Source: an optimization exercise on an open RTL-to-GDS flow (aim: small area). Production flows keep margins and buffers that such runs may drop.
At most, simulation tests tie the RTL to the original design; equivalence was not proved.
For run 1, only the layout was checked, not whether the RTL still works.
Power figures rest on the tool's default switching activity, not on a simulated workload.

--- design/flow/config.mk ---
export PLATFORM = sky130hd
export DESIGN_NAME = top_final
export DESIGN_NICKNAME = top_final
export VERILOG_FILES = /design/flow/design.v
export SDC_FILE = /design/flow/constraint.sdc
export NUM_CORES = 4
export LEC_CHECK = 0
export ABC_AREA = 1
export CAP_MARGIN = 20
export CORE_MARGIN = 2
export CORE_UTILIZATION = 60
export CTS_BUF_LIST = sky130_fd_sc_hd__clkbuf_8
export PLACE_DENSITY = 0.75
export SLEW_MARGIN = 20
export SYNTH_MEMORY_MAX_BITS = 16384
--- design/flow/constraint.sdc ---
create_clock -name core_clock -period 10.0 [get_ports {CLK100MHZ}]
set_input_delay 2.0000 -clock core_clock [delete_from_list [all_inputs] [get_ports {CLK100MHZ}]]
set_output_delay 2.0000 -clock core_clock [all_outputs]
set_load 0.01 [all_outputs]
--- design/flow/design.v ---
`timescale 1ns / 1ps
module charROM(
    input [4:0] code,
    input [2:0] col,
    output reg [7:0] data
);
    always @(*) begin
        case ({code, col})
            8'd10: data = 8'h08;
            8'd11: data = 8'h08;
            8'd12: data = 8'h08;
            8'd13: data = 8'h08;
            8'd14: data = 8'h08;
            8'd18: data = 8'h22;
            8'd19: data = 8'h14;
            8'd20: data = 8'h14;
            8'd21: data = 8'h08;
            8'd26: data = 8'h08;
            8'd27: data = 8'h14;
            8'd28: data = 8'h14;
            8'd29: data = 8'h22;
            8'd33: data = 8'h40;
            8'd34: data = 8'h7c;
            8'd35: data = 8'h4a;
            8'd36: data = 8'h09;
            8'd37: data = 8'h4a;
            8'd38: data = 8'h7c;
            8'd39: data = 8'h40;
            8'd41: data = 8'h1c;
            8'd42: data = 8'h22;
            8'd43: data = 8'h41;
            8'd44: data = 8'h41;
            8'd45: data = 8'h41;
            8'd46: data = 8'h7f;
            8'd47: data = 8'h41;
            8'd49: data = 8'h63;
            8'd50: data = 8'h41;
            8'd51: data = 8'h5d;
            8'd52: data = 8'h49;
            8'd53: data = 8'h49;
            8'd54: data = 8'h7f;
            8'd55: data = 8'h41;
            8'd57: data = 8'h03;
            8'd58: data = 8'h01;
            8'd59: data = 8'h1d;
            8'd60: data = 8'h09;
            8'd61: data = 8'h49;
            8'd62: data = 8'h7f;
            8'd63: data = 8'h41;
            8'd65: data = 8'h08;
            8'd66: data = 8'h3a;
            8'd67: data = 8'h49;
            8'd68: data = 8'h49;
            8'd69: data = 8'h41;
            8'd70: data = 8'h22;
            8'd71: data = 8'h1c;
            8'd73: data = 8'h41;
            8'd74: data = 8'h7f;
            8'd75: data = 8'h08;
            8'd76: data = 8'h08;
            8'd77: data = 8'h08;
            8'd78: data = 8'h7f;
            8'd79: data = 8'h41;
            8'd82: data = 8'h41;
            8'd83: data = 8'h41;
            8'd84: data = 8'h7f;
            8'd85: data = 8'h41;
            8'd86: data = 8'h41;
            8'd89: data = 8'h60;
            8'd90: data = 8'h40;
            8'd91: data = 8'h40;
            8'd92: data = 8'h40;
            8'd93: data = 8'h41;
            8'd94: data = 8'h7f;
            8'd95: data = 8'h41;
            8'd97: data = 8'h01;
            8'd98: data = 8'h7f;
            8'd99: data = 8'h11;
            8'd100: data = 8'h0c;
            8'd101: data = 8'h42;
            8'd102: data = 8'h7f;
            8'd103: data = 8'h41;
            8'd105: data = 8'h1c;
            8'd106: data = 8'h22;
            8'd107: data = 8'h41;
            8'd108: data = 8'h41;
            8'd109: data = 8'h41;
            8'd110: data = 8'h22;
            8'd111: data = 8'h1c;
            8'd113: data = 8'h06;
            8'd114: data = 8'h09;
            8'd115: data = 8'h09;
            8'd116: data = 8'h09;
            8'd117: data = 8'h49;
            8'd118: data = 8'h7f;
            8'd119: data = 8'h41;
            8'd121: data = 8'h46;
            8'd122: data = 8'h69;
            8'd123: data = 8'h19;
            8'd124: data = 8'h09;
            8'd125: data = 8'h09;
            8'd126: data = 8'h7f;
            8'd127: data = 8'h41;
            8'd129: data = 8'h03;
            8'd130: data = 8'h01;
            8'd131: data = 8'h41;
            8'd132: data = 8'h7f;
            8'd133: data = 8'h41;
            8'd134: data = 8'h01;
            8'd135: data = 8'h03;
            8'd137: data = 8'h01;
            8'd138: data = 8'h3f;
            8'd139: data = 8'h41;
            8'd140: data = 8'h40;
            8'd141: data = 8'h41;
            8'd142: data = 8'h3f;
            8'd143: data = 8'h01;
            8'd145: data = 8'h01;
            8'd146: data = 8'h1f;
            8'd147: data = 8'h61;
            8'd148: data = 8'h14;
            8'd149: data = 8'h61;
            8'd150: data = 8'h1f;
            8'd151: data = 8'h01;
            8'd153: data = 8'h04;
            8'd154: data = 8'h02;
            8'd155: data = 8'h01;
            8'd156: data = 8'h01;
            8'd157: data = 8'h02;
            8'd158: data = 8'h04;
            8'd161: data = 8'h02;
            8'd162: data = 8'h0e;
            8'd163: data = 8'h32;
            8'd164: data = 8'h40;
            8'd165: data = 8'h32;
            8'd166: data = 8'h0e;
            8'd167: data = 8'h02;
            8'd172: data = 8'h7f;
            default: data = 8'h00;
        endcase
    end
endmodule
module msgROM(
    input [2:0] sel,
    input [5:0] pos,
    output reg [4:0] code
);
    always @(*) begin
        case ({sel, pos})
            9'd127: code = 5'd1;
            9'd126: code = 5'd1;
            9'd125: code = 5'd1;
            9'd124: code = 5'd1;
            9'd123: code = 5'd1;
            9'd122: code = 5'd1;
            9'd121: code = 5'd1;
            9'd120: code = 5'd1;
            9'd119: code = 5'd1;
            9'd118: code = 5'd1;
            9'd117: code = 5'd1;
            9'd116: code = 5'd1;
            9'd115: code = 5'd1;
            9'd114: code = 5'd1;
            9'd113: code = 5'd1;
            9'd112: code = 5'd1;
            9'd111: code = 5'd1;
            9'd110: code = 5'd1;
            9'd109: code = 5'd1;
            9'd108: code = 5'd1;
            9'd107: code = 5'd1;
            9'd106: code = 5'd7;
            9'd105: code = 5'd11;
            9'd104: code = 5'd4;
            9'd103: code = 5'd16;
            9'd102: code = 5'd1;
            9'd101: code = 5'd1;
            9'd100: code = 5'd1;
            9'd99: code = 5'd1;
            9'd98: code = 5'd1;
            9'd97: code = 5'd1;
            9'd96: code = 5'd1;
            9'd95: code = 5'd1;
            9'd94: code = 5'd1;
            9'd93: code = 5'd1;
            9'd92: code = 5'd1;
            9'd91: code = 5'd1;
            9'd90: code = 5'd1;
            9'd89: code = 5'd1;
            9'd88: code = 5'd1;
            9'd87: code = 5'd1;
            9'd86: code = 5'd1;
            9'd85: code = 5'd1;
            9'd84: code = 5'd1;
            9'd83: code = 5'd1;
            9'd82: code = 5'd1;
            9'd81: code = 5'd1;
            9'd80: code = 5'd1;
            9'd79: code = 5'd1;
            9'd78: code = 5'd1;
            9'd77: code = 5'd1;
            9'd76: code = 5'd1;
            9'd75: code = 5'd1;
            9'd74: code = 5'd1;
            9'd73: code = 5'd1;
            9'd72: code = 5'd1;
            9'd71: code = 5'd1;
            9'd70: code = 5'd1;
            9'd69: code = 5'd1;
            9'd68: code = 5'd1;
            9'd67: code = 5'd1;
            9'd66: code = 5'd1;
            9'd65: code = 5'd1;
            9'd64: code = 5'd1;
            9'd133: code = 5'd17;
            9'd132: code = 5'd12;
            9'd131: code = 5'd7;
            9'd130: code = 5'd11;
            9'd129: code = 5'd4;
            9'd128: code = 5'd16;
            9'd248: code = 5'd19;
            9'd232: code = 5'd21;
            9'd216: code = 5'd21;
            9'd200: code = 5'd17;
            9'd199: code = 5'd14;
            9'd312: code = 5'd21;
            9'd296: code = 5'd21;
            9'd280: code = 5'd20;
            9'd265: code = 5'd5;
            9'd264: code = 5'd13;
            9'd263: code = 5'd18;
            9'd262: code = 5'd12;
            9'd361: code = 5'd1;
            9'd360: code = 5'd1;
            9'd359: code = 5'd1;
            9'd358: code = 5'd1;
            9'd357: code = 5'd3;
            9'd329: code = 5'd15;
            9'd328: code = 5'd10;
            9'd327: code = 5'd8;
            9'd326: code = 5'd9;
            9'd325: code = 5'd16;
            9'd425: code = 5'd2;
            9'd424: code = 5'd1;
            9'd423: code = 5'd1;
            9'd422: code = 5'd1;
            9'd421: code = 5'd1;
            9'd393: code = 5'd11;
            9'd392: code = 5'd6;
            9'd391: code = 5'd7;
            9'd390: code = 5'd16;
            default: code = 5'd0;
        endcase
    end
endmodule
`timescale 1ns / 1ps
module delayGen(
    input clock,
    input reset,
    input delayEn,
    output reg delayDone
    );
    always @(posedge clock)
    begin
        if(reset)
            delayDone <= 1'b0;
        else
            delayDone <= delayEn;
    end
endmodule
`timescale 1ns / 1ps
module spiControl(
    input  clock,
    input  reset,
    input  p5,               
    input [7:0] data_in,
    input  load_data,
    output done_send,
    output     spi_clock,
    output reg spi_data
);
reg [2:0] dataCount;
reg [1:0] state;
reg clock_10;
localparam IDLE = 2'd0,
           SEND = 2'd1,
           DONE0 = 2'd2,
           DONE1 = 2'd3;
wire CE = (state == DONE0) | ((state == SEND) & (dataCount != 3'd0));
assign done_send = (state == DONE1);
assign spi_clock = CE ? clock_10 : 1'b1;
always @(posedge clock)
begin
    if(reset)
        clock_10 <= 0;
    else if(p5)
        clock_10 <= ~clock_10;
end
wire clock_10_fall = p5 & clock_10;
always @(posedge clock)
begin
    if(reset)
    begin
        state <= IDLE;
        spi_data <= 1'b1;
    end
    else if(clock_10_fall)
    begin
        case(state)
            IDLE:begin
                if(load_data)
                    state <= SEND;
                dataCount <= 0;
            end
            SEND:begin
                spi_data <= data_in[3'd7 - dataCount];
                dataCount <= dataCount + 1;
                if(dataCount == 7)
                    state <= DONE0;
            end
            default:begin
                state <= load_data ? DONE1 : IDLE;
            end
        endcase
    end
end
endmodule
`timescale 1ns / 1ps
module oledControl(
    input clock,
    input reset,
    input p5,
    output wire oled_spi_clk,
    output wire oled_spi_data,
    output wire oled_vdd,
    output wire oled_vbat,
    output wire oled_reset_n,
    output reg  oled_dc_n,
    input [4:0] charCode,
    input       sendDataValid,
    input       updateString,
    input [16:0] timer,
    output reg  sendDone
    );
    localparam [4:0] IDLE = 5'd0,
                     INIT = 5'd1,
                     RESET = 5'd2,
                     CHARG_PUMP = 5'd3,
                     CHARG_PUMP1 = 5'd4,
                     PRE_CHARG = 5'd5,
                     PRE_CHARG1 = 5'd6,
                     VBAT_ON = 5'd7,
                     CONTRAST = 5'd8,
                     CONTRAST1 = 5'd9,
                     SEG_REMAP = 5'd10,
                     SCAN_DIR = 5'd11,
                     COM_PIN = 5'd12,
                     COM_PIN1 = 5'd13,
                     DISPLAY_ON = 5'd14,
                     PAGE_ADDR = 5'd15,
                     PAGE_ADDR1 = 5'd16,
                     PAGE_ADDR2 = 5'd17,
                     COLUMN_ADDR = 5'd18,
                     DONE = 5'd19,
                     SEND_DATA = 5'd20;
    localparam [16:0] D1 = 17'd20003, D2 = 17'd40103, D3 = 17'd60107, D4 = 17'd80544;
    reg [4:0] cmd;
    reg pend;
    reg spiLoadData;
    reg [1:0] currPage;
    reg [4:0] charCount;         
    reg [2:0] byteCounter;       
    wire spiDone;
    wire [7:0] fontByte;
    wire isDelay = (cmd == INIT) | (cmd == RESET) | (cmd == CHARG_PUMP) | (cmd == CONTRAST);
    wire delayEnd = (cmd == INIT       & ((timer & D1) == D1)) |
                    (cmd == RESET      & ((timer & D2) == D2)) |
                    (cmd == CHARG_PUMP & ((timer & D3) == D3)) |
                    (cmd == CONTRAST   & ((timer & D4) == D4));
    wire sending = ~(cmd == IDLE | cmd == RESET | cmd == VBAT_ON | cmd == DONE);
    reg [7:0] spiData;
    always @(*) begin
        case (cmd)
            INIT:        spiData = 8'hAE;
            CHARG_PUMP:  spiData = 8'h8D;
            CHARG_PUMP1: spiData = 8'h14;
            PRE_CHARG:   spiData = 8'hD9;
            PRE_CHARG1:  spiData = 8'hF1;
            CONTRAST:    spiData = 8'h81;
            CONTRAST1:   spiData = 8'hFF;
            SEG_REMAP:   spiData = 8'hA0;
            SCAN_DIR:    spiData = 8'hC0;
            COM_PIN:     spiData = 8'hDA;
            DISPLAY_ON:  spiData = 8'hAF;
            PAGE_ADDR:   spiData = 8'h22;
            PAGE_ADDR1:  spiData = {6'd0, currPage};
            PAGE_ADDR2:  spiData = {6'd0, currPage};
            COLUMN_ADDR: spiData = 8'h10;
            SEND_DATA:   spiData = fontByte;
            default:     spiData = 8'h00;
        endcase
    end
    assign oled_vdd = (cmd == IDLE);
    assign oled_vbat = (cmd < CONTRAST);
    assign oled_reset_n = (cmd != RESET);
    always @(posedge clock)
    begin
        if(reset)
        begin
            cmd <= IDLE;
            pend <= 1'b0;
            oled_dc_n <= 1'b1;
            spiLoadData <= 1'b0;
            currPage <= 0;
            sendDone <= 0;
            charCount <= 0;
        end
        else if(pend)
        begin
            if(isDelay ? delayEnd : !spiDone)
                pend <= 1'b0;
        end
        else if(cmd == DONE)
        begin
            sendDone <= 1'b0;
            if (updateString) begin
                charCount <= 0;
                currPage <= 0;
                cmd <= PAGE_ADDR;
            end
            if(sendDataValid & !charCount[4] & !sendDone)
            begin
                cmd <= SEND_DATA;
                byteCounter <= 3'd7;
            end
            else if(sendDataValid & charCount[4] & !sendDone)
            begin
                cmd <= PAGE_ADDR;
                charCount <= 0;
                byteCounter <= 3'd7;
            end
        end
        else if(!sending)
        begin
            if(cmd == IDLE)
                oled_dc_n <= 1'b0;
            cmd <= cmd + 5'd1;
            pend <= 1'b1;
        end
        else
        begin
            spiLoadData <= 1'b1;
            if(cmd == PAGE_ADDR | cmd == PAGE_ADDR1 | cmd == PAGE_ADDR2)
                oled_dc_n <= 1'b0;
            if(cmd == SEND_DATA)
                oled_dc_n <= 1'b1;
            if(spiDone)
            begin
                spiLoadData <= 1'b0;
                pend <= 1'b1;
                if(cmd == PAGE_ADDR1)
                    currPage <= currPage + 1;
                if(cmd != SEND_DATA)
                    cmd <= cmd + 5'd1;
                else if(byteCounter != 3'd0)
                    byteCounter <= byteCounter - 3'd1;
                else
                begin
                    cmd <= DONE;
                    sendDone <= 1'b1;
                    charCount <= charCount + 5'd1;
                end
            end
        end
    end
    spiControl SC(
        .clock(clock),
        .reset(reset),
        .p5(p5),
        .data_in(spiData),
        .load_data(spiLoadData),
        .done_send(spiDone),
        .spi_clock(oled_spi_clk),
        .spi_data(oled_spi_data)
    );
    charROM CR(
        .code(charCode),
        .col(byteCounter),
        .data(fontByte)
    );
endmodule
`timescale 1ns / 1ps
module main_control (
    input wire clk,
    input wire reset,
    input wire bit_en,
    input wire [3:0] bit_q,
    input wire [1:0] bit_axis,
    input wire b,
    input wire latch,
    output reg [2:0] direction
);
    localparam [2:0] X_GT = 3'd1, X_LT = 3'd2, Y_GT = 3'd3, Y_LT = 3'd4, Z_GT = 3'd5, Z_LT = 3'd6;
    reg t, e, d;
    reg found;
    reg k;
    always @(*) begin
        case (bit_q[2:0])
            3'd1, 3'd2, 3'd3: k = t;
            3'd4:             k = ~t;
            3'd5:             k = 1'b1;
            default:          k = 1'b0;
        endcase
    end
    wire gt = ~t & (~e | (b & d));
    wire lt =  t & (~e | (~b & d));
    reg [2:0] res;
    always @(*) begin
        case (bit_axis)
            2'd1:    res = gt ? Z_GT : Z_LT;
            2'd2:    res = gt ? Y_GT : Y_LT;
            default: res = gt ? X_GT : X_LT;
        endcase
    end
    wire first = (bit_axis == 2'd1) & (bit_q == 4'd0);
    always @(posedge clk) begin
        if (bit_en & (first | ~found)) begin
            if (bit_q == 4'd0) begin
                t <= b; e <= 1'b1; d <= 1'b0;
                found <= 1'b0;
            end else if (!bit_q[3]) begin
                e <= e & (b == k);
                d <= d | (e & (b != k) & (b == t));
            end else if (bit_q == 4'd9) begin
                t <= b;
                d <= d & (b ^ t);
                e <= 1'b1;
            end else if (bit_q != 4'd8 && bit_q != 4'd15) begin
                e <= e & (b == t);
            end else if (bit_q == 4'd15) begin
                if (gt | lt) begin
                    {t, e, d} <= res;
                    found <= 1'b1;
                end
            end
        end
    end
    always @(posedge clk) begin
        if (reset)
            direction <= 3'd0;
        else if (latch)
            direction <= found ? {t, e, d} : 3'd0;
    end
endmodule
`timescale 1ns / 1ps
module spi_master(
    input iclk,
    input reset,
    input tick,
    input tick0,
    input miso,
    output sclk,
    output reg mosi,
    output reg cs,
    output bit_en,           
    output [3:0] bit_q,      
    output [1:0] bit_axis,   
    output latch             
    );
    localparam [23:0] wseq = 24'h0A2D02;
    localparam [15:0] rseq = 16'h0B0E;
    reg [1:0] q;
    reg [11:0] s;
    wire rd = s[11];
    wire [10:0] r = s[10:0];
    wire r_lo = rd & (r[10:6] == 5'd0);             
    wire slot_end = tick & (q == 2'd1);
    wire slot_bit = tick & (q == 2'd2);             
    wire [4:0] k = s[4:0] + 5'd1;                   
    always @(posedge iclk) begin
        if (reset) begin
            q <= 2'd0;
            s <= 12'd422;
            cs <= 1'b1;
            mosi <= 1'b0;
        end else begin
            if (tick)
                q <= q + 2'd1;
            if (slot_end)
                s <= (rd & (r == 11'd1064)) ? 12'd2048 : s + 12'd1;
            if (slot_end & (s == 12'd1022))
                cs <= 1'b0;
            if (slot_bit & rd & (r == 11'd0))
                cs <= 1'b0;
            if (slot_end & ((s == 12'd1046) | (rd & (r == 11'd63))))
                cs <= 1'b1;
            if (slot_bit) begin
                if (s == 12'd1023)
                    mosi <= wseq[23];
                else if (s[11:5] == 7'b0100000 && s[4:0] <= 5'd22)
                    mosi <= wseq[5'd23 - k];
                else if (r_lo && r[5:4] == 2'd0)
                    mosi <= rseq[4'd15 - r[3:0]];
                else
                    mosi <= 1'b0;
            end
        end
    end
    assign sclk = ~cs & ~q[1];
    assign bit_en = slot_end & r_lo & (r[5:4] != 2'd0);
    assign bit_q = r[3:0];
    assign bit_axis = r[5:4];
    assign latch = tick0 & (q == 2'd0) & rd & (r == 11'd64);
endmodule
`timescale 1ns / 1ps
module iclk_gen (
    input CLK100MHZ,
    input reset,
    output p5,
    output clk_4MHz_en,
    output tick0
);
    reg [2:0] lo, hi;
    assign p5 = (lo == 3'd4);
    always @(posedge CLK100MHZ) begin
        if (reset | p5)
            lo <= 3'd0;
        else
            lo <= lo + 3'd1;
    end
    always @(posedge CLK100MHZ) begin
        if (reset | clk_4MHz_en)
            hi <= 3'd0;
        else if (p5)
            hi <= hi + 3'd1;
    end
    assign clk_4MHz_en = p5 & (hi == 3'd4);
    assign tick0 = (lo == 3'd0) & (hi == 3'd0);
endmodule
`timescale 1ns / 1ps
module top_final (
    input CLK100MHZ,
    input reset,
    input ACL_MISO,
    output ACL_MOSI,
    output ACL_SCLK,
    output ACL_CSN,
    output oled_spi_clk,
    output oled_spi_data,
    output oled_vdd,
    output oled_vbat,
    output oled_reset_n,
    output oled_dc_n
);
    wire clk_4MHz_en, tick0, p5;
    iclk_gen clock_generation (
        .CLK100MHZ(CLK100MHZ),
        .reset(reset),
        .p5(p5),
        .clk_4MHz_en(clk_4MHz_en),
        .tick0(tick0)
    );
    wire bit_en, latch;
    wire [3:0] bit_q;
    wire [1:0] bit_axis;
    spi_master master (
        .iclk(CLK100MHZ),
        .reset(reset),
        .tick(clk_4MHz_en),
        .tick0(tick0),
        .miso(ACL_MISO),
        .sclk(ACL_SCLK),
        .mosi(ACL_MOSI),
        .cs(ACL_CSN),
        .bit_en(bit_en),
        .bit_q(bit_q),
        .bit_axis(bit_axis),
        .latch(latch)
    );
    wire [2:0] direction;
    main_control main_control_inst (
        .clk(CLK100MHZ),
        .reset(reset),
        .bit_en(bit_en),
        .bit_q(bit_q),
        .bit_axis(bit_axis),
        .b(ACL_MISO),
        .latch(latch),
        .direction(direction)
    );
    reg [16:0] timer;
    reg [2:0] message;           
    wire top100k = timer[16] & timer[15] & timer[10] & timer[9] & timer[7] & timer[5];
    wire refresh = top100k & ~timer[0];
    wire updateString = top100k & timer[0];
    always @(posedge CLK100MHZ) begin
        if (reset) begin
            timer <= 17'd0;
            message <= 3'd0;
        end else begin
            timer <= updateString ? 17'd1 : timer + 17'd1;
            if (refresh)
                message <= direction;
        end
    end
    localparam [1:0] IDLE = 2'd0, SEND = 2'd1, DONE = 2'd2;
    reg [1:0] state;
    reg [5:0] byteCounter;
    reg [2:0] sendSel;
    wire sendDone;
    wire sendDataValid = (state == SEND);
    always @(posedge CLK100MHZ) begin
        if (reset) begin
            state <= IDLE;
            byteCounter <= 6'd63;
        end else begin
            case (state)
                IDLE: if (!sendDone) begin
                    sendSel <= message;
                    state <= SEND;
                end
                SEND: if (sendDone) begin
                    byteCounter <= byteCounter - 6'd1;    
                    state <= (byteCounter != 6'd0) ? IDLE : DONE;
                end
                default: if (updateString)
                    state <= IDLE;
            endcase
        end
    end
    wire [4:0] charCode;
    msgROM message_rom (
        .sel(sendSel),
        .pos(byteCounter),
        .code(charCode)
    );
    oledControl oled_control_inst (
        .clock(CLK100MHZ),
        .reset(reset),
        .p5(p5),
        .oled_spi_clk(oled_spi_clk),
        .oled_spi_data(oled_spi_data),
        .oled_vdd(oled_vdd),
        .oled_vbat(oled_vbat),
        .oled_reset_n(oled_reset_n),
        .oled_dc_n(oled_dc_n),
        .charCode(charCode),
        .sendDataValid(sendDataValid),
        .updateString(updateString),
        .timer(timer),
        .sendDone(sendDone)
    );
endmodule
--- design/flow/flow/run.sh ---
#!/bin/bash
# Layout flow: the standard synthesis, then its combinational logic mapped
# again for area (registers, their names and cells untouched), then the standard flow's
# standard layout from floorplan to finish.
set -euo pipefail
WORK=$(pwd)
F=$WORK/flow
R=$WORK/orfs/results/$FLOW_PLATFORM/top_final/base
LIB=$FLOW_HOME/platforms/$FLOW_PLATFORM/lib/sky130_fd_sc_hd__tt_025C_1v80.lib

# 1. standard synthesis
bash standard.sh synth > synth_standard.log 2>&1

# 2. remap the combinational logic
cp $R/1_2_yosys.v $WORK/standard_1_2_yosys.v
python3 $F/mkmap.py $LIB $WORK/combmap.v > mkmap.log 2>&1
DU=$(sed -n '/^export DONT_USE_CELLS/,/^$/p' $FLOW_HOME/platforms/$FLOW_PLATFORM/config.mk \
     | grep -o 'sky130_fd_sc_hd__[a-z0-9_]*' | sort -u | sed 's/^/-dont_use /' | tr '\n' ' ')
cat > $WORK/remap.ys <<EOT
read_liberty -lib $LIB
read_verilog $WORK/standard_1_2_yosys.v
hierarchy -top $FLOW_TOP
techmap -map $WORK/combmap.v
techmap
opt -fast
opt -purge
abc -liberty $LIB $DU -script $F/area.abc
opt_clean -purge
hilomap -singleton -hicell sky130_fd_sc_hd__conb_1 HI -locell sky130_fd_sc_hd__conb_1 LO
insbuf -buf sky130_fd_sc_hd__buf_4 A X
opt_clean -purge
tee -o $WORK/remap_stat.txt stat -liberty $LIB
check -assert -mapped
write_verilog -noattr -nohex -nodec $WORK/remap_1_2_yosys.v
EOT
yosys -s $WORK/remap.ys > remap.log 2>&1
cp $WORK/remap_1_2_yosys.v $R/1_2_yosys.v
rm -f $R/1_synth.odb

# 3. standard layout from the remapped netlist; the port buffers are buf_1
export BUFFER_PORTS_ARGS="-buffer_cell sky130_fd_sc_hd__buf_1"
bash standard.sh finish > layout_standard.log 2>&1
--- design/flow/flow/area.abc ---
strash
&get -n
&deepsyn -T 60
&put
strash
&get -n
&dch -f
&nf -p -R 1000
&put
mfs3 -a
--- design/flow/flow/mkmap.py ---
#!/usr/bin/env python3
"""Write a Yosys techmap file that turns each combinational sky130 cell back into logic,
from the liberty 'function' of each output pin.  Sequential cells are left out."""
import re, sys
lib = open(sys.argv[1]).read()
out = open(sys.argv[2], 'w')
# split into cells
cells = re.split(r'\n\s*cell\s*\(\s*"?([A-Za-z0-9_]+)"?\s*\)\s*\{', lib)
n = 0
for i in range(1, len(cells), 2):
    name, body = cells[i], cells[i + 1]
    if re.search(r'\b(ff|latch|statetable)\s*\(', body):
        continue
    pins = re.findall(r'pin\s*\(\s*"?([A-Za-z0-9_]+)"?\s*\)\s*\{(.*?)\n\s{8}\}', body, re.S)
    ins, outs = [], []
    for pn, pb in pins:
        d = re.search(r'direction\s*:\s*"?(\w+)"?', pb)
        if not d: continue
        if d.group(1) == 'input': ins.append(pn)
        elif d.group(1) == 'output':
            f = re.search(r'function\s*:\s*"([^"]*)"', pb)
            if not f: break
            outs.append((pn, f.group(1)))
    else:
        if not outs: continue
        def conv(f):
            f = f.replace('!', '~').replace('+', '|').replace('*', '&').replace('^', '^')
            # implicit AND: "A B" -> "A&B"
            f = re.sub(r'([A-Za-z0-9_\)])\s+(?=[A-Za-z0-9_~\(])', r'\1&', f)
            return f
        out.write('module %s(%s);\n' % (name, ', '.join(ins + [o for o, _ in outs])))
        for p in ins: out.write('  input %s;\n' % p)
        for o, f in outs: out.write('  output %s;\n  assign %s = %s;\n' % (o, o, conv(f)))
        out.write('endmodule\n')
        n += 1
print(n, 'cells')
--- design/flow/standard.sh ---
#!/bin/bash
# synth_recipe.tcl (not shown) runs the flow's synth.tcl, then flattens the netlist and writes it again
# the make line also repeats each setting of config.mk as NAME=value (left out here)
make -C /OpenROAD-flow-scripts/flow DESIGN_CONFIG=/design/flow/config.mk WORK_HOME=/design/flow/orfs CLKGATE_MAP_FILE= SYNTH_SCRIPT=/design/flow/synth_recipe.tcl "${@:-finish}"
==> qor.txt, run 1 <==
RSZ-0062 raised after global routing = false
Bufs and invs on worst path = 2
Tcrit/Tclk final = 69.6%
Non-filler cells, final = 796
Number of global-route vias before repair = 4728
CTS tree = built
Worst EP arrival = 7.25 ns
Gr usage total = 30.5%
CTS H-tree lvls = 3
Worst R2R End = oled_control_inst.SC.spi_data
Synth Instances = 662
Total Routed Length = 13300 um
Setup crit end kind = flip-flop
Final hold vios = 0
Kind of critical path = flip-flop to flip-flop
Hold depth = 0
Crit-path slowest cell = dfxtp_1
Remaining global-route overflow = 0
Fin nets = 689
TritonRoute pass-1 iters = 5
Count of final setup violators = 0
M1 WL = 5650 um
# diodes = 0
Slew @ Worst Pin = 0.856 ns
Die Ht = 95.1 um
Worst setup SP type = flip-flop
Total CTS buffers = 9
Crit path max-delay family = compound AO/OA/AOI/OAI gates
Die Footprint = 9040 sq um
Ratio of cells with drive above 1 in the final layout = 2.75%
# Post-CTS Setup Buffers = 0
Initial DRC Count = 577
Final setup skew = 0.0109 ns
Largest net degree at the start of global routing = 51
P_leak = 1.82 nW
Routability congestion estimate from global placement = 0.972
CP peak stage delay = 0.54 ns
Final Slew Violations = 0
Number of I/O port buffers = 11
DR vias/cell = 6.61
Peak supply drop = 0.0000980 V
Worst skew pair latency = 0.36 ns
Max Cap Viol = 0
Fmax = 0.144 GHz
Worst EP required = 10.29 ns
Residual DRC = 0
CTS resizes = 0
Die width = 95.1 um
Dpl hpwl = 9720 um
I/O pin count = 12
Worst-path clk slew = 0.09 ns
Pwr dens = 137 nW/um^2
Post-Syn Nets = 665
CTS root buffer = clkbuf_8
Core Box Area = 8130 sq um
Hold endpoint = sendSel[0]
Status = no timing/DRC/antenna violations
Syn Area/Cell = 7.51 sq um
Area growth syn-to-layout = 7.90%
Cell Area, Synth = 4970 sq um
First-pass GRT wire length = 21900 um
R2R Setup Slk = 3.04 ns
Dpl cells = 780
Met3 wire length = 950 um
Initial Utilization = 61.2%
Critical hold path startpoint = message[0]
WL/cell = 16.7 um
Reg2Reg Depth = 27
Ys Warns = 8
Hold Buf Count CTS = 0
Routed vias = 5263
FF-to-FF Start = byteCounter[0]
Final TNS setup = 0 ns
Fin crit period = 6.96 ns
Worst path depth = 27
CP Max Fanout = 12
Placement Rows = 33
Clock Tree Buf Depth = 2
Metal2 WL = 6150 um
Slew headroom = 43.0%
Hold Path Class = flip-flop to flip-flop
Final ANT Viol Nets = 0
Highest routed layer = met4
Initial antenna violation count = 0
Clk sink count = 86
==> per-layer routing <==
metal  global-route usage, %  vias up
met1                    39.8     2406
met3                    5.14       71
li1                        -     2512
met4                    15.1        0
met5                       0        -
met2                    48.9      274
==> sequential cells by signal, indices dropped and copies added (netlist names), 2 cells and up <==
name / count
oled_control_inst.byteCounter: 3
state: 2
clock_generation.lo: 3
oled_control_inst.currPage: 2
oled_control_inst.SC.state: 2
master.q: 2
oled_control_inst.cmd: 5
main_control_inst.direction: 3
sendSel: 3
message: 3
master.s: 12
byteCounter: 6
oled_control_inst.charCount: 5
oled_control_inst.SC.dataCount: 3
timer: 17
clock_generation.hi: 3
==> metrics by stage <==
| step | hold WS [ns] | instance area (sq um) | total power, mW | worst slack (ns) | utilization, % |
|---|---|---|---|---|---|
| global placement | 0.426 | 5160 | 0.485 | 3.53 | 63.5 |
| CTS | 0.461 | 5370 | 0.738 | 3.22 | 66.0 |
| detailed placement | 0.435 | 5160 | 0.489 | 3.28 | 63.5 |
| floorplan | 0.409 | 4970 | 0.459 | 4.60 | - |
| finish | 0.452 | 5370 | 0.738 | 3.04 | 66.0 |
| global route | 0.472 | 5370 | 0.769 | 2.31 | 66.0 |
==> worst max path at each step <==
stage,startpoint,end
after floorplan,byteCounter[0],oled_control_inst.SC.spi_data
after global placement,byteCounter[0],oled_control_inst.SC.spi_data
after detailed placement,byteCounter[0],oled_control_inst.SC.spi_data
after CTS,byteCounter[0],oled_control_inst.SC.spi_data
after global routing,byteCounter[0],oled_control_inst.SC.spi_data
final,byteCounter[0],oled_control_inst.SC.spi_data
==> report_power, final <==
group          total [mW]  switching [mW]  leakage, nW  internal [mW]
Combinational       0.103          0.0623         1.01         0.0406
Sequential          0.382          0.0212        0.716          0.361
Clock               0.253           0.129        0.104          0.124
Total               0.738           0.212         1.82          0.525
==> cell usage in the layout (no fill, tap or decap), types with 4 or more instances in the layout <==
master and count:
nor2_1 93, dfxtp_1 73, a21oi_1 70, o21ai_0 62
nand2_1 61, nor3_1 36, nand2b_1 26, nor2b_1 21
clkinv_1 21, nand3_1 19, and2_0 17, and3_1 16
edfxtp_1 13, nand4_1 11, a31oi_1 11, clkbuf_8 10
buf_1 10, xnor2_1 9, nand3b_1 7, o21a_1 7
a211oi_1 7, o22ai_1 7, nor4_1 6, a22o_1 6
or3_1 6, or2_0 5, a311oi_1 5, mux2i_1 4
a221oi_1 4
==> worst register-to-register path, stage by stage (launching register included) <==
cell and delay (ns):
dfxtp_1 0.54, clkinv_1 0.24, nand2_1 0.18, clkinv_1 0.10
a31oi_1 0.20, nor2_1 0.09, a211oi_1 0.28, nor2b_1 0.09
nand3b_1 0.34, nor2b_1 0.50, nor2b_1 0.23, a311oi_1 0.15
nand3_1 0.32, nand2_1 0.21, o311a_1 0.41, nand2b_1 0.28
a21boi_0 0.26, o21ai_0 0.17, o22ai_1 0.36, nand2b_1 0.15
a21oi_1 0.04, nor3_1 0.39, o21ai_0 0.20, a211oi_1 0.30
nor4b_1 0.10, a2111oi_0 0.46, a21oi_1 0.13, o21ai_0 0.15
==> area by class of cell <==
| type | instances | area [sq um] |
|---|---|---|
| fillers | 683 | 2770 |
| multi-input cells | 555 | 3040 |
| clock inverters | 6 | 66.3 |
| clock buffers | 10 | 138 |
| inverters | 21 | 78.8 |
| repair buffers | 13 | 57.6 |
| well taps | 105 | 131 |
| flip-flops and latches | 86 | 1850 |
==> run 2: changes to the inputs <==
--- a/design/flow/design.v
+++ b/design/flow/design.v
@@ -570,4 +570,5 @@
     localparam [15:0] rseq = 16'h0B0E;
-    reg [1:0] q;
-    reg [11:0] s;
+    reg [13:0] n;
+    wire [11:0] s = n[13:2];
+    wire [1:0] u = n[1:0];
     wire rd = s[11];
@@ -575,4 +576,4 @@
     wire r_lo = rd & (r[10:6] == 5'd0);             
-    wire slot_end = tick & (q == 2'd1);
-    wire slot_bit = tick & (q == 2'd2);             
+    wire slot_end = tick & (u == 2'd3);
+    wire slot_bit = tick & (u == 2'd0);             
     wire [4:0] k = s[4:0] + 5'd1;                   
@@ -580,4 +581,3 @@
         if (reset) begin
-            q <= 2'd0;
-            s <= 12'd422;
+            n <= {12'd422, 2'd2};
             cs <= 1'b1;
@@ -586,5 +586,3 @@
             if (tick)
-                q <= q + 2'd1;
-            if (slot_end)
-                s <= (rd & (r == 11'd1064)) ? 12'd2048 : s + 12'd1;
+                n <= (slot_end & rd & (r == 11'd1064)) ? {12'd2048, 2'd0} : n + 14'd1;
             if (slot_end & (s == 12'd1022))
@@ -607,3 +605,3 @@
     end
-    assign sclk = ~cs & ~q[1];
+    assign sclk = ~cs & u[1];
     assign bit_en = slot_end & r_lo & (r[5:4] != 2'd0);
@@ -611,3 +609,3 @@
     assign bit_axis = r[5:4];
-    assign latch = tick0 & (q == 2'd0) & rd & (r == 11'd64);
+    assign latch = tick0 & (u == 2'd2) & rd & (r == 11'd64);
 endmodule
--- a/design/flow/flow/run.sh
+++ b/design/flow/flow/run.sh
@@ -41,2 +41,4 @@
 export BUFFER_PORTS_ARGS="-buffer_cell sky130_fd_sc_hd__buf_1"
+# clock tree of clkbuf_8, without the dummy loads CTS adds to balance leaves
+export CTS_ARGS="-sink_clustering_enable -repair_clock_nets -buf_list sky130_fd_sc_hd__clkbuf_8 -dont_use_dummy_load"
 bash standard.sh finish > layout_standard.log 2>&1
--- a/design/flow/config.mk
+++ b/design/flow/config.mk
@@ -11,3 +11,2 @@
 export CORE_UTILIZATION = 60
-export CTS_BUF_LIST = sky130_fd_sc_hd__clkbuf_8
 export PLACE_DENSITY = 0.75
==> run 2 against run 1 <==
Effect of this change: first-iteration DRC count fell by 34%; synthesized cell count fell by 1.8%; combinational power barely moved; register-to-register slack got worse by 0.34 ns; cell count fell by 2.3%; core utilization fell by 1.3 points; via count fell by 1.2%.
==> qor.txt, run 2 <==
M3 GR Usage = 5.11%
Setup crit end kind = flip-flop
Kind of critical path = flip-flop to flip-flop
WL/cell = 17.0 um
Final setup skew = 0.0356 ns
Worst skew pair latency = 0.36 ns
GR Util met1 = 41.6%
Dpl hpwl = 9930 um
Hold Path Class = flip-flop to flip-flop
Worst setup SP type = flip-flop
Crit-path slowest cell = nor4_1
RSZ-0062 raised after global routing = false
Count of final setup violators = 0
Worst-path clk slew = 0.08 ns
Die Ht = 94.5 um
Cell Area, Synth = 4920 sq um
Max Cap Viol = 0
Peak supply drop = 0.000107 V
Logic pwr share = 15.5%
Clock Tree Buf Depth = 2
Final Slew Violations = 0
Total internal power = 0.485 mW
Total CTS buffers = 9
Most used cell, CP = o21ai_0
Slew @ Worst Pin = 0.809 ns
Slew headroom = 45.5%
First-pass GRT wire length = 22000 um
Crit path max-delay family = compound AO/OA/AOI/OAI gates
Placement Rows = 33
Number of global-route vias before repair = 4659
P_leak = 1.84 nW
Fin crit period = 7.31 ns
Ratio of cells with drive above 1 in the final layout = 1.78%
GRT busiest layer = met2
Fill cell total of the finished layout = 743
Number of I/O port buffers = 11
Bufs and invs on worst path = 3
CTS H-tree lvls = 3
Met2 Usage GRT = 48.9%
Syn Area/Cell = 7.56 sq um
Clock share of power = 27.0%
Residual DRC = 0
Number of flip-flops in the largest register = 17
Status = no timing/DRC/antenna violations
Sw Share = 28.8%
Final ANT Viol Nets = 0
Synth Instances = 650
Remaining global-route overflow = 0
Die Footprint = 8940 sq um
Most frequent cells in the layout = nor2_1 (73), a21oi_1 (73), dfxtp_1 (73)
Gr usage total = 30.7%
Ys Warns = 8
# Post-CTS Setup Buffers = 0
Register share of total power = 57.5%
Initial Utilization = 60.8%
CTS tree = built
Total Routed Length = 13200 um
CP peak stage delay = 0.49 ns
Top reg by flops = timer
Worst EP required = 10.25 ns
Routed vias = 5200
Tcrit/Tclk final = 73.1%
Fmax = 0.137 GHz
TritonRoute pass-1 iters = 5
Routability congestion estimate from global placement = 1.02
Hold Buf Count CTS = 0
Worst EP arrival = 7.56 ns
Final hold vios = 0
CP Max Fanout = 12
Post-Syn Nets = 653
Final TNS setup = 0 ns
CTS root buffer = clkbuf_8
Largest net degree at the start of global routing = 35
Pwr dens = 130 nW/um^2
Core Box Area = 8090 sq um
I/O pin count = 12
Clk sink count = 86
DR vias/cell = 6.68
Net switching power = 0.196 mW
CTS resizes = 0
Fin nets = 678
# diodes = 0
Initial DRC Count = 381
Top flop regs = timer (17), master.n (14), byteCounter (6)
Area growth syn-to-layout = 6.49%
Pre-CTS WS = 3.07 ns
Initial antenna violation count = 0
Die width = 94.5 um
Final setup margin = 2.69 ns
## run 2: worst register-to-register path, delay by kind of cell, from the launching register on
family	cells	cell delay, ns
compound gates	17	3.61
buf+inv	3	0.63
flops	1	0.35
simple gates	10	2.65
## run 2: worst paths after layout
check | from | endpoint | slack, ns | depth (start not counted)
worst max register to register | byteCounter[4] | oled_control_inst.SC.spi_data | 2.69 | 30
worst min register to register | message[2] | sendSel[2] | 0.44 | 0
worst max-delay path | byteCounter[4] | oled_control_inst.SC.spi_data | 2.69 | 30
worst min-delay path | message[2] | sendSel[2] | 0.44 | 0
## run 2: metal layers
metal	vias up	share of wire [%]
li1	2492	-
met1	2388	44
met2	263	45
met3	57	7.0
met4	0	3.7
met5	-	0
## run 2: stage by stage
step / cell area (sq um) / power, mW / hold WS (ns) / util (%) / instances
after CTS: 5240 / 0.681 / 0.444 / 64.7 / 778
after global placement: 5110 / 0.499 / 0.420 / 63.2 / 769
after detailed placement: 5110 / 0.502 / 0.424 / 63.2 / 769
after floorplan: 4920 / 0.468 / 0.409 / - / 650
after global routing: 5240 / 0.712 / 0.468 / 64.7 / 778
final: 5240 / 0.681 / 0.440 / 64.7 / 778
## run 2: final cells by class
class,instances,area [sq um],area share [%]
Tap cell,105,131,2.51
Inverter,18,67.6,1.29
Sequential cell,86,1850,35.4
Timing Repair Buffer,14,63.8,1.22
Multi-Input combinational cell,546,3000,57.3
Clock buffer,9,124,2.37
## run 2: power groups by stage
stage	combinational, mW	sequential [mW]	clock, mW
floorplan	0.0777	0.391	0
detailed placement	0.103	0.398	0
CTS	0.104	0.390	0.187
global route	0.119	0.394	0.199
finish	0.105	0.392	0.184
global placement	0.102	0.398	0
==> run 3: changes to the inputs <==
--- a/design/flow/config.mk
+++ b/design/flow/config.mk
@@ -10,4 +10,4 @@
 export CORE_MARGIN = 2
-export CORE_UTILIZATION = 60
-export PLACE_DENSITY = 0.75
+export CORE_UTILIZATION = 30
+export PLACE_DENSITY = 0.5
 export SLEW_MARGIN = 20
==> run 3 against run 2 <==
Effect of this change: largest power group unchanged; clock skew is 0.012 ns lower; combinational power hardly changed; global-route usage is 14 points lower; sequential power hardly changed; largest cell class unchanged; critical endpoint unchanged; first-iteration DRC count is 40% higher; via count is 2.9% lower; fmax is 3.5% higher; total power is 1.2% higher; cell count is 14% higher.
==> qor.txt, run 3 <==
Initial Utilization = 30.8%
Final ANT Viol Nets = 0
Crit-path slowest cell = nor2_1
Pwr dens = 128 nW/um^2
Worst EP required = 10.28 ns
Total internal power = 0.485 mW
Die Footprint = 17400 sq um
Fmax = 0.142 GHz
Gr usage total = 16.8%
Hold Buf Count CTS = 0
Register share of total power = 56.9%
Net switching power = 0.205 mW
Slew headroom = 47.3%
I/O pin count = 12
FF-to-FF Start = byteCounter[4]
Residual DRC = 0
Final hold vios = 0
Area growth syn-to-layout = 9.31%
Core Box Area = 15900 sq um
Met2 Usage GRT = 27.3%
Worst setup SP type = flip-flop
Initial DRC Count = 532
First-pass GRT wire length = 24400 um
GR Util met1 = 22.2%
Total Routed Length = 14400 um
Most frequent cells in the layout = nor2_1 (73), a21oi_1 (73), dfxtp_1 (73)
Remaining global-route overflow = 0
Cell Area, Synth = 4920 sq um
Post-Syn Nets = 653
R2R Setup Slk = 2.94 ns
Total CTS buffers = 9
Number of global-route vias before repair = 4840
Dpl hpwl = 10800 um
TritonRoute pass-1 iters = 5
Clock share of power = 27.5%
CTS resizes = 0
Max Cap Viol = 0
Ratio of cells with drive above 1 in the final layout = 1.78%
GRT busiest layer = met2
Number of I/O port buffers = 11
DR vias/cell = 5.68
CTS H-tree lvls = 3
WL/cell = 16.2 um
CTS root buffer = clkbuf_8
Routability congestion estimate from global placement = 0.868
P_leak = 1.84 nW
Placement Rows = 46
Hold Path Class = flip-flop to flip-flop
Worst R2R End = oled_control_inst.SC.spi_data
Final Slew Violations = 0
Tcrit/Tclk final = 70.6%
Initial antenna violation count = 0
Hold_ws = 0.441 ns
Fin crit period = 7.06 ns
Worst EP arrival = 7.34 ns
Kind of critical path = flip-flop to flip-flop
Largest net degree at the start of global routing = 35
Final Core Density = 33.7%
Die Ht = 132 um
M3 GR Usage = 1.81%
RSZ-0062 raised after global routing = false
CP Max Fanout = 12
Critical Path Sink = oled_control_inst.SC.spi_data
Final setup skew = 0.0236 ns
Ys Warns = 8
Slew @ Worst Pin = 0.790 ns
Status = no timing/DRC/antenna violations
Final TNS setup = 0 ns
CTS tree = built
Sw Share = 29.7%
Pre-CTS WS = 3.02 ns
Number of flip-flops in the largest register = 17
CP startpoint = byteCounter[4]
Fin nets = 678
Routed vias = 5051
Count of final setup violators = 0
# Post-CTS Setup Buffers = 0
Setup crit end kind = flip-flop
Worst skew pair latency = 0.36 ns
CP peak stage delay = 0.39 ns
Reg2Reg Depth = 30
Top reg by flops = timer
Syn Area/Cell = 7.56 sq um
# diodes = 0
Top flop regs = timer (17), master.n (14), byteCounter (6)
Logic pwr share = 15.6%
Synth Instances = 650
Die width = 132 um
Peak supply drop = 0.0000881 V
Final setup margin = 2.94 ns
Worst-path clk slew = 0.08 ns
Clock Tree Buf Depth = 2
Clk sink count = 86
Most used cell, CP = o21ai_0
-- run 3: worst min-delay path by stage --
stage                          start         end  slack [ns]  depth (start not counted)
final                     message[2]  sendSel[2]        0.44                          0
after global placement    message[2]  sendSel[2]        0.42                          0
after global routing      message[0]  sendSel[0]        0.47                          0
after detailed placement  message[2]  sendSel[2]        0.43                          0
after floorplan           message[0]  sendSel[0]        0.41                          0
after CTS                 message[2]  sendSel[2]        0.44                          0
-- run 3: final cells by class --
class	count	area [sq um]
Tap cell	216	270
Timing Repair Buffer	14	63.8
Inverter	18	67.6
Sequential cell	86	1850
Multi-Input combinational cell	546	3000
Fill cell	1697	10600
Clock buffer	9	124
-- run 3: critical path: cells and delay by family, from the launching register on --
kind / cells / cell delay [ns]
simple gates: 10 / 2.45
compound gates: 17 / 3.56
buf+inv: 3 / 0.63
flops: 1 / 0.36
-- run 3: metal layers --
metal	up-vias	part of all wire, %
met3	36	3.6
met2	142	47
li1	2490	-
met4	0	2.9
met1	2383	47
met5	-	0
-- run 3: power groups by stage --
stage,clock [mW],combinational (mW),sequential (mW)
after floorplan,0,0.0777,0.391
after global placement,0,0.107,0.399
after detailed placement,0,0.107,0.399
after CTS,0.197,0.108,0.392
after global routing,0.211,0.121,0.397
final,0.189,0.108,0.392
-- run 3: stage by stage --
step                instances  area (sq um)  total power, mW
floorplan                 650          4920            0.468
global placement          880          5250            0.506
detailed placement        880          5250            0.506
CTS                       889          5380            0.697
global route              889          5380            0.729
finish                    889          5380            0.689
==> run 4: changes to the inputs <==
--- a/design/flow/flow/run.sh
+++ b/design/flow/flow/run.sh
@@ -42,3 +42,3 @@
 # clock tree of clkbuf_8, without the dummy loads CTS adds to balance leaves
-export CTS_ARGS="-sink_clustering_enable -repair_clock_nets -buf_list sky130_fd_sc_hd__clkbuf_8 -dont_use_dummy_load"
+export CTS_ARGS="-sink_clustering_enable -repair_clock_nets -sink_clustering_size 20 -sink_clustering_max_diameter 200 -buf_list sky130_fd_sc_hd__clkbuf_8 -dont_use_dummy_load"
 bash standard.sh finish > layout_standard.log 2>&1
==> run 4 against run 3 <==
Effect of this change: non-clock buffer count shrank 1; die area rose by 1.0%; sequential share of layout area fell by 0.36 points; clock power about the same; fmax up 17%; clock skew increased by 0.0072 ns; core utilization is 0.61 points lower; count of clock-buffer cells in the layout stayed put; cell count grew 2.6%; final area up 1.0%; worst setup slack better by 1.0 ns; largest power group unchanged.
==> qor.txt, run 4 <==
Status = no timing/DRC/antenna violations
Initial antenna violation count = 0
Non-filler cells, final = 912
Placement Rows = 47
CTS root buffer = clkbuf_8
Hold Path Class = flip-flop to flip-flop
Total CTS buffers = 9
Most used cell, CP = o21ai_0
Post-Syn Nets = 673
Syn Area/Cell = 7.42 sq um
R2R Setup Slk = 3.98 ns
Top reg by flops = timer
Worst EP arrival = 6.26 ns
Worst setup SP type = flip-flop
Total Routed Length = 14700 um
Final hold vios = 0
Number of global-route vias before repair = 4674
Die width = 133 um
WL/cell = 16.1 um
Remaining global-route overflow = 0
CTS resizes = 0
Clk sink count = 86
TritonRoute pass-1 iters = 5
Final setup skew = 0.0308 ns
Dpl hpwl = 11000 um
Ratio of cells with drive above 1 in the final layout = 1.88%
First-pass GRT wire length = 23600 um
Count of final setup violators = 0
Pwr dens = 128 nW/um^2
Critical hold path startpoint = message[1]
Crit-path slowest cell = o41ai_1
Core Box Area = 16400 sq um
Worst EP required = 10.24 ns
Final TNS setup = 0 ns
CP peak stage delay = 0.78 ns
Most frequent cells in the layout = nand2_1 (87), nor2_1 (76), dfxtp_1 (73)
CTS H-tree lvls = 3
Commonest non-fill, non-tap cell in the layout = nand2_1
Fmax = 0.166 GHz
Area growth syn-to-layout = 9.32%
Tcrit/Tclk final = 60.2%
Max Cap Viol = 0
Final ANT Viol Nets = 0
Routed vias = 5126
Fill cell total of the finished layout = 1737
Final Core Density = 33.1%
Slew headroom = 38.9%
Initial Utilization = 30.3%
# Post-CTS Setup Buffers = 0
Fin nets = 697
Setup crit end kind = flip-flop
I/O pin count = 12
Gr usage total = 16.5%
Worst-path clk slew = 0.09 ns
Number of I/O port buffers = 11
Final Slew Violations = 0
Ys Warns = 8
Peak supply drop = 0.0000843 V
Worst skew pair latency = 0.37 ns
RSZ-0062 raised after global routing = false
Kind of critical path = flip-flop to flip-flop
Number of flip-flops in the largest register = 17
CP startpoint = byteCounter[2]
FF-to-FF Start = byteCounter[2]
Synth Instances = 670
Top flop regs = timer (17), master.n (14), byteCounter (6)
Residual DRC = 0
Pre-CTS WS = 4.28 ns
Hold Buf Count CTS = 0
Routability congestion estimate from global placement = 0.926
CP Max Fanout = 10
Dpl cells = 903
Fin crit period = 6.02 ns
DR vias/cell = 5.62
Cell Area, Synth = 4970 sq um
# diodes = 0
Final setup margin = 3.98 ns
P_leak = 1.81 nW
Largest net degree at the start of global routing = 35
CTS tree = built
Slew @ Worst Pin = 0.905 ns
Initial DRC Count = 502
Die Ht = 133 um
Clock Tree Buf Depth = 2
Die Footprint = 17600 sq um
## run 4: metal layers
| metal | global-route usage [%] | routed length (um) | vias to the layer above |
|---|---|---|---|
| met4 | 7.41 | 414 | 0 |
| met1 | 21.7 | 6970 | 2409 |
| met3 | 2.38 | 516 | 30 |
| met2 | 26.9 | 6780 | 138 |
| li1 | - | - | 2549 |
| met5 | 0 | 0 | - |
## run 4: final cells by class
cell class / count / area (sq um) / area share (%)
clock buffer: 9 / 124 / 2.28
tap: 220 / 275 / 5.07
sequential: 86 / 1850 / 34.1
inverter: 20 / 75.1 / 1.38
timing repair buffer: 13 / 57.6 / 1.06
multi-input combinational: 564 / 3050 / 56.1
## run 4: critical path: cells and delay by family, from the launching register on
| family | cells | cell delay, ns |
|---|---|---|
| flip-flops | 1 | 0.52 |
| AO/OA/AOI/OAI | 13 | 2.90 |
| buffers and inverters | 2 | 0.40 |
| AND/OR/NAND/NOR | 12 | 2.04 |
## run 4: path summary, 6_finish.rpt
kind | cells after the start | endpoint
setup / recovery | 27 | oled_control_inst.SC.spi_data
hold / removal | 0 | sendSel[1]
setup reg to reg | 27 | oled_control_inst.SC.spi_data
hold reg to reg | 0 | sendSel[1]
## run 4: per-stage QoR
| step | hold WS [ns] | instance area (sq um) | power [mW] |
|---|---|---|---|
| 3_5_place_dp | 0.420 | 5310 | 0.512 |
| 2_1_floorplan | 0.409 | 4970 | 0.472 |
| 4_1_cts | 0.412 | 5430 | 0.703 |
| 5_1_grt | 0.438 | 5430 | 0.732 |
| 6_report | 0.412 | 5430 | 0.696 |
| 3_3_place_gp | 0.429 | 5310 | 0.511 |
## run 4: power breakdown
group          switching, mW  leakage, nW  total [mW]  internal, mW
registers             0.0312        0.708       0.394         0.363
clock network          0.111       0.0647       0.191        0.0806
logic                 0.0691         1.04       0.111        0.0422
total                  0.211         1.81       0.696         0.485
==> run 5: changes to the inputs <==
--- a/design/flow/flow/run.sh
+++ b/design/flow/flow/run.sh
@@ -42,3 +42,3 @@
 # clock tree of clkbuf_8, without the dummy loads CTS adds to balance leaves
-export CTS_ARGS="-sink_clustering_enable -repair_clock_nets -sink_clustering_size 20 -sink_clustering_max_diameter 200 -buf_list sky130_fd_sc_hd__clkbuf_8 -dont_use_dummy_load"
+export CTS_ARGS="-sink_clustering_enable -repair_clock_nets -sink_clustering_size 25 -sink_clustering_max_diameter 200 -buf_list sky130_fd_sc_hd__clkbuf_16 -dont_use_dummy_load"
 bash standard.sh finish > layout_standard.log 2>&1
==> run 5 against run 4 <==
Effect of this change: die area unchanged; first-iteration DRC count down 1.2%; routed wire length about the same; final area up 1.9%; global-route usage up 0.11 points; clock power up 45%; synthesized area unchanged; critical path depth unchanged; count of clock-buffer cells in the layout unchanged; combinational power about the same; worst setup slack better by 0.057 ns.
==> qor.txt, run 5 <==
CTS resizes = 0
Die Footprint = 17600 sq um
CP Max Fanout = 10
Top reg by flops = timer
Ratio of cells with drive above 1 in the final layout = 1.88%
Most frequent cells in the layout = nand2_1 (87), nor2_1 (76), dfxtp_1 (73)
Status = no timing/DRC/antenna violations
Clk sink count = 86
Initial DRC Count = 496
Final Instance Area = 5530 sq um
Top flop regs = timer (17), master.n (14), byteCounter (6)
Fin nets = 697
Storage cell area = 1850 sq um
Setup crit end kind = flip-flop
First-pass GRT wire length = 23800 um
Syn Area/Cell = 7.42 sq um
Ys Warns = 8
Dpl cells = 903
RSZ-0062 raised after global routing = false
Initial Utilization = 30.3%
I/O pin count = 12
P_leak = 1.86 nW
Total CTS buffers = 9
Hold Path Class = flip-flop to flip-flop
Area growth syn-to-layout = 11.4%
Multi-input gate area = 3050 sq um
Worst EP required = 10.22 ns
Final hold vios = 0
Non-filler cells, final = 912
Final ANT Viol Nets = 0
Clock Tree Buf Depth = 2
Pwr dens = 141 nW/um^2
Slew headroom = 42.2%
Routability congestion estimate from global placement = 0.926
Number of global-route vias before repair = 4658
TritonRoute pass-1 iters = 5
Cell Area, Synth = 4970 sq um
Final setup skew = 0.0209 ns
Worst setup SP type = flip-flop
Fmax = 0.168 GHz
Commonest non-fill, non-tap cell in the layout = nand2_1
CTS root buffer = clkbuf_16
Gr usage total = 16.6%
Hold Buf Count CTS = 0
Post-Syn Nets = 673
Placement Rows = 47
Worst EP arrival = 6.18 ns
CTS tree = built
Kind of critical path = flip-flop to flip-flop
Pre-CTS WS = 4.28 ns
Largest net degree at the start of global routing = 35
Initial antenna violation count = 0
# Post-CTS Setup Buffers = 0
# diodes = 0
Max Cap Viol = 0
Final TNS setup = 0 ns
R2R Setup Slk = 4.04 ns
Final Slew Violations = 0
Count of final setup violators = 0
DR vias/cell = 5.66
Dpl hpwl = 11000 um
Remaining global-route overflow = 0
Total Routed Length = 14700 um
Worst skew pair latency = 0.34 ns
Worst-path clk slew = 0.06 ns
Fill cell total of the finished layout = 1726
Slew @ Worst Pin = 0.855 ns
CTS H-tree lvls = 3
Synth Instances = 670
Number of I/O port buffers = 11
Final Core Density = 33.7%
Die Ht = 133 um
Final setup margin = 4.04 ns
Core Box Area = 16400 sq um
Tcrit/Tclk final = 59.6%
Fin crit period = 5.96 ns
Routed vias = 5165
Residual DRC = 0
Number of flip-flops in the largest register = 17
Peak supply drop = 0.0000837 V
Placed Instance Area = 5310 sq um
WL/cell = 16.1 um
Die width = 133 um
## run 5: final timing paths
| path | startpoint | end | cells after the start |
|---|---|---|---|
| max | byteCounter[2] | oled_control_inst.SC.spi_data | 27 |
| min | message[1] | sendSel[1] | 0 |
| max reg2reg | byteCounter[2] | oled_control_inst.SC.spi_data | 27 |
| min reg2reg | message[1] | sendSel[1] | 0 |
## run 5: power by group
group | switching [mW] | internal, mW | total, mW | leakage, nW
clock network | 0.118 | 0.158 | 0.276 | 0.111
registers | 0.0306 | 0.363 | 0.394 | 0.708
logic | 0.0697 | 0.0422 | 0.112 | 1.04
## run 5: critical path, cell delays in order (launching register included)
cell,delay [ns]
dfxtp_1,0.50
nor2b_1,0.28
nand3_1,0.19
o41ai_1,0.75
a22oi_1,0.20
nand2_1,0.13
a21oi_1,0.11
nand2_1,0.22
clkinv_1,0.13
nand2_1,0.10
nor2_1,0.05
nor4_2,0.50
buf_4,0.27
nor3_1,0.06
nor2_1,0.14
o21bai_1,0.20
o21ai_0,0.15
o22ai_1,0.26
o21ai_0,0.17
o21ai_0,0.11
nor2_1,0.08
nand3b_1,0.12
and3_1,0.17
o21ai_0,0.10
a211oi_1,0.32
o22a_1,0.19
a21oi_1,0.06
a211o_1,0.26
## run 5: cell type report
class	count	area share, %
Timing Repair Buffer	13	1.04
Clock buffer	9	4.07
Tap cell	220	4.98
Inverter	20	1.36
Multi-Input combinational cell	564	55.1
Sequential cell	86	33.5
## run 5: through the flow
stage	hold slack (ns)	power, mW
2_1_floorplan	0.409	0.472
3_3_place_gp	0.429	0.511
3_5_place_dp	0.420	0.512
4_1_cts	0.417	0.792
5_1_grt	0.450	0.823
6_report	0.419	0.782
## run 5: metal layers
metal | part of all wire, % | global-route usage [%] | up-vias
met1 | 46 | 22.0 | 2423
met4 | 3.1 | 7.29 | 0
met3 | 4.1 | 2.38 | 37
met5 | 0 | 0 | -
met2 | 47 | 27.1 | 158
li1 | - | - | 2547
==> run 6: changes to the inputs <==
--- a/design/flow/flow/run.sh
+++ b/design/flow/flow/run.sh
@@ -18,3 +18,7 @@
      | grep -o 'sky130_fd_sc_hd__[a-z0-9_]*' | sort -u | sed 's/^/-dont_use /' | tr '\n' ' ')
-cat > $WORK/remap.ys <<EOT
+# ABC's deepsyn is randomised: map with a few seeds at once, keep the smallest.
+SEEDS="1 2 3 4"
+for S in $SEEDS; do
+  sed "s/@SEED@/$S/" $F/area.abc.in > $WORK/area_$S.abc
+  cat > $WORK/remap_$S.ys <<EOT
 read_liberty -lib $LIB
@@ -26,3 +30,3 @@
 opt -purge
-abc -liberty $LIB $DU -script $F/area.abc
+abc -liberty $LIB $DU -script $WORK/area_$S.abc
 opt_clean -purge
@@ -31,7 +35,17 @@
 opt_clean -purge
-tee -o $WORK/remap_stat.txt stat -liberty $LIB
+tee -o $WORK/remap_stat_$S.txt stat -liberty $LIB
 check -assert -mapped
-write_verilog -noattr -nohex -nodec $WORK/remap_1_2_yosys.v
+write_verilog -noattr -nohex -nodec $WORK/remap_1_2_yosys_$S.v
 EOT
-yosys -s $WORK/remap.ys > remap.log 2>&1
+  yosys -s $WORK/remap_$S.ys > remap_$S.log 2>&1 &
+done
+wait
+BEST=""; BESTA=""
+for S in $SEEDS; do
+  [ -s $WORK/remap_1_2_yosys_$S.v ] || continue
+  A=$(grep "Chip area for module" $WORK/remap_stat_$S.txt | grep -o "[0-9.]*$")
+  if [ -z "$BEST" ] || awk "BEGIN{exit !($A < $BESTA)}"; then BEST=$S; BESTA=$A; fi
+done
+echo "seed $BEST area $BESTA" > remap_choice.log
+cp $WORK/remap_1_2_yosys_$BEST.v $WORK/remap_1_2_yosys.v
 cp $WORK/remap_1_2_yosys.v $R/1_2_yosys.v
@@ -42,3 +56,3 @@
 # clock tree of clkbuf_8, without the dummy loads CTS adds to balance leaves
-export CTS_ARGS="-sink_clustering_enable -repair_clock_nets -sink_clustering_size 25 -sink_clustering_max_diameter 200 -buf_list sky130_fd_sc_hd__clkbuf_16 -dont_use_dummy_load"
+export CTS_ARGS="-sink_clustering_enable -repair_clock_nets -buf_list sky130_fd_sc_hd__clkbuf_8 -dont_use_dummy_load"
 bash standard.sh finish > layout_standard.log 2>&1
==> design/flow/flow/area.abc.in (new file) <==
strash
&get -n
&deepsyn -T 120 -S @SEED@
&put
strash
&get -n
&dch -f
&nf -p -R 1000
&put
mfs3 -a
removed: design/flow/flow/area.abc
==> run 6 against run 5 <==
Effect of this change: still clean on timing, DRC and antenna; critical path depth rose by 5; routed wire length fell by 2.8%; via count is 1.6% lower; cell count decreased by 0.55%; worst setup slack worse by 0.94 ns; die area decreased by 0.78%; total power down 15%; critical path type unchanged.
==> qor.txt, run 6 <==
Total power = 0.668 mW
Initial Utilization = 30.9%
RSZ-0062 raised after global routing = false
M3 GR Usage = 2.04%
# diodes = 0
Worst path depth = 32
# Post-CTS Setup Buffers = 0
Met2 Usage GRT = 26.2%
Die Footprint = 17500 sq um
Slew headroom = 52.4%
Number of flip-flops in the largest register = 17
Fin crit period = 6.90 ns
Area growth syn-to-layout = 9.16%
Top reg by flops = timer
Final TNS setup = 0 ns
Final Slew Violations = 0
Final Core Density = 33.7%
Commonest non-fill, non-tap cell in the layout = nand2_1
DR vias/cell = 5.60
CP Max Fanout = 9
Worst EP arrival = 7.16 ns
Residual DRC = 0
TritonRoute pass-1 iters = 5
Core Box Area = 15900 sq um
Hold Buf Count CTS = 0
Total CTS buffers = 9
Final setup skew = 0.0245 ns
CTS resizes = 0
Dpl hpwl = 10700 um
GRT busiest layer = met2
Hold endpoint = sendSel[0]
Ratio of cells with drive above 1 in the final layout = 1.74%
Peak supply drop = 0.0000634 V
Pre-CTS WS = 3.21 ns
Routability congestion estimate from global placement = 0.906
Ys Warns = 8
Number of I/O port buffers = 11
Worst R2R End = oled_control_inst.SC.spi_data
Reg2Reg Depth = 32
Bufs and invs on worst path = 0
Tcrit/Tclk final = 69.0%
Cell Area, Synth = 4930 sq um
Worst skew pair latency = 0.37 ns
Pwr dens = 124 nW/um^2
Slew @ Worst Pin = 0.713 ns
Fmax = 0.145 GHz
Hold_ws = 0.444 ns
Setup crit end kind = flip-flop
CTS root buffer = clkbuf_8
Critical hold path startpoint = message[0]
CTS tree = built
Top flop regs = timer (17), master.n (14), byteCounter (6)
Initial DRC Count = 395
WL/cell = 15.7 um
Status = no timing/DRC/antenna violations
Die Ht = 132 um
Total Routed Length = 14300 um
Most used cell, CP = o21ai_0
Remaining global-route overflow = 0
Crit-path slowest cell = nor2b_1
Worst-path clk slew = 0.09 ns
CTS H-tree lvls = 3
Syn Area/Cell = 7.37 sq um
Die width = 132 um
Gr usage total = 16.5%
P_leak = 1.81 nW
Number of global-route vias before repair = 4767
CP peak stage delay = 0.58 ns
Placement Rows = 46
Kind of critical path = flip-flop to flip-flop
Final hold vios = 0
Largest net degree at the start of global routing = 37
Max Cap Viol = 0
Clk sink count = 86
Clock Tree Buf Depth = 2
FF-to-FF Start = sendSel[1]
First-pass GRT wire length = 23700 um
Most frequent cells in the layout = nand2_1 (86), nor2_1 (81), dfxtp_1 (73)
Final setup margin = 3.10 ns
Worst setup SP type = flip-flop
Initial antenna violation count = 0
Worst EP required = 10.26 ns
Hold depth = 0
R2R Setup Slk = 3.10 ns
Post-Syn Nets = 672
Routed vias = 5081
Synth Instances = 669
Hold Path Class = flip-flop to flip-flop
Fin nets = 696
GR Util met1 = 21.8%
Crit path max-delay family = compound AO/OA/AOI/OAI gates
Count of final setup violators = 0
I/O pin count = 12
CP startpoint = sendSel[1]
Final ANT Viol Nets = 0
==> run 6: metrics by stage <==
step | cells | area [sq um]
after CTS | 907 | 5380
final | 907 | 5380
after detailed placement | 898 | 5260
after floorplan | 669 | 4930
after global placement | 898 | 5260
after global routing | 907 | 5380
==> run 6: area by class of cell <==
cell class,instances,area [sq um]
multi-input cells,562,3000
inverters,21,78.8
flip-flops and latches,86,1850
fillers,1749,10600
repair buffers,13,57.6
well taps,216,270
clock buffers,9,124
==> run 6: power breakdown <==
group          leakage (nW)  internal (mW)  switching [mW]  total, mW
clock                0.0647         0.0806           0.110      0.191
sequential            0.708          0.361          0.0254      0.387
combinational          1.04         0.0317          0.0585     0.0902
total                  1.81          0.474           0.194      0.668
==> run 6: routing by layer <==
metal  wire [um]  up-vias
met3         548       39
met2        6530      152
met5           0        -
li1            -     2514
met1        6740     2376
met4         440        0
==> run 6: how the worst max path moves through the flow <==
stage | endpoint | slack, ns
2_1_floorplan | oled_control_inst.SC.spi_data | 4.35
3_3_place_gp | oled_control_inst.SC.spi_data | 3.19
3_5_place_dp | oled_control_inst.SC.spi_data | 3.21
4_1_cts | oled_control_inst.SC.spi_data | 3.21
5_1_grt | oled_control_inst.SC.spi_data | 2.46
6_report | oled_control_inst.SC.spi_data | 3.10

## afterwards: timing with drivers on the ports
In the flow no input, the clock included, has a driving cell. The finished layouts below were timed again as built, in two steps. Step 1 sets driving cells, clkbuf_16 on the clock port and buf_2 on the other inputs (assumed; they add their load-dependent delay and slew). Step 2 also shifts input and output timing later by t, the mid clock arrival at the registers, as if the neighbouring blocks saw the same clock. a / b / c = no drivers / after step 1 / after step 2; a / b = the first two.
| run | t (ns) | setup WS [ns] | worst setup path at the end | slew at the worst register clock pin (ns) |
|---|---|---|---|---|
| run 1 | 0.387 | 3.038 / 3.038 / 3.038 | register to register | 0.09 / 0.09 |
| run 2 | 0.373 | 2.695 / 2.695 / 2.695 | register to register | 0.10 / 0.10 |
| run 3 | 0.379 | 2.940 / 2.940 / 2.940 | register to register | 0.09 / 0.09 |
| run 4 | 0.391 | 3.984 / 3.984 / 3.984 | register to register | 0.09 / 0.09 |
| run 5 | 0.370 | 4.041 / 4.041 / 4.041 | register to register | 0.06 / 0.06 |
| run 6 | 0.389 | 3.102 / 3.102 / 3.102 | register to register | 0.09 / 0.09 |
After both steps setup and hold are still met in every run listed.
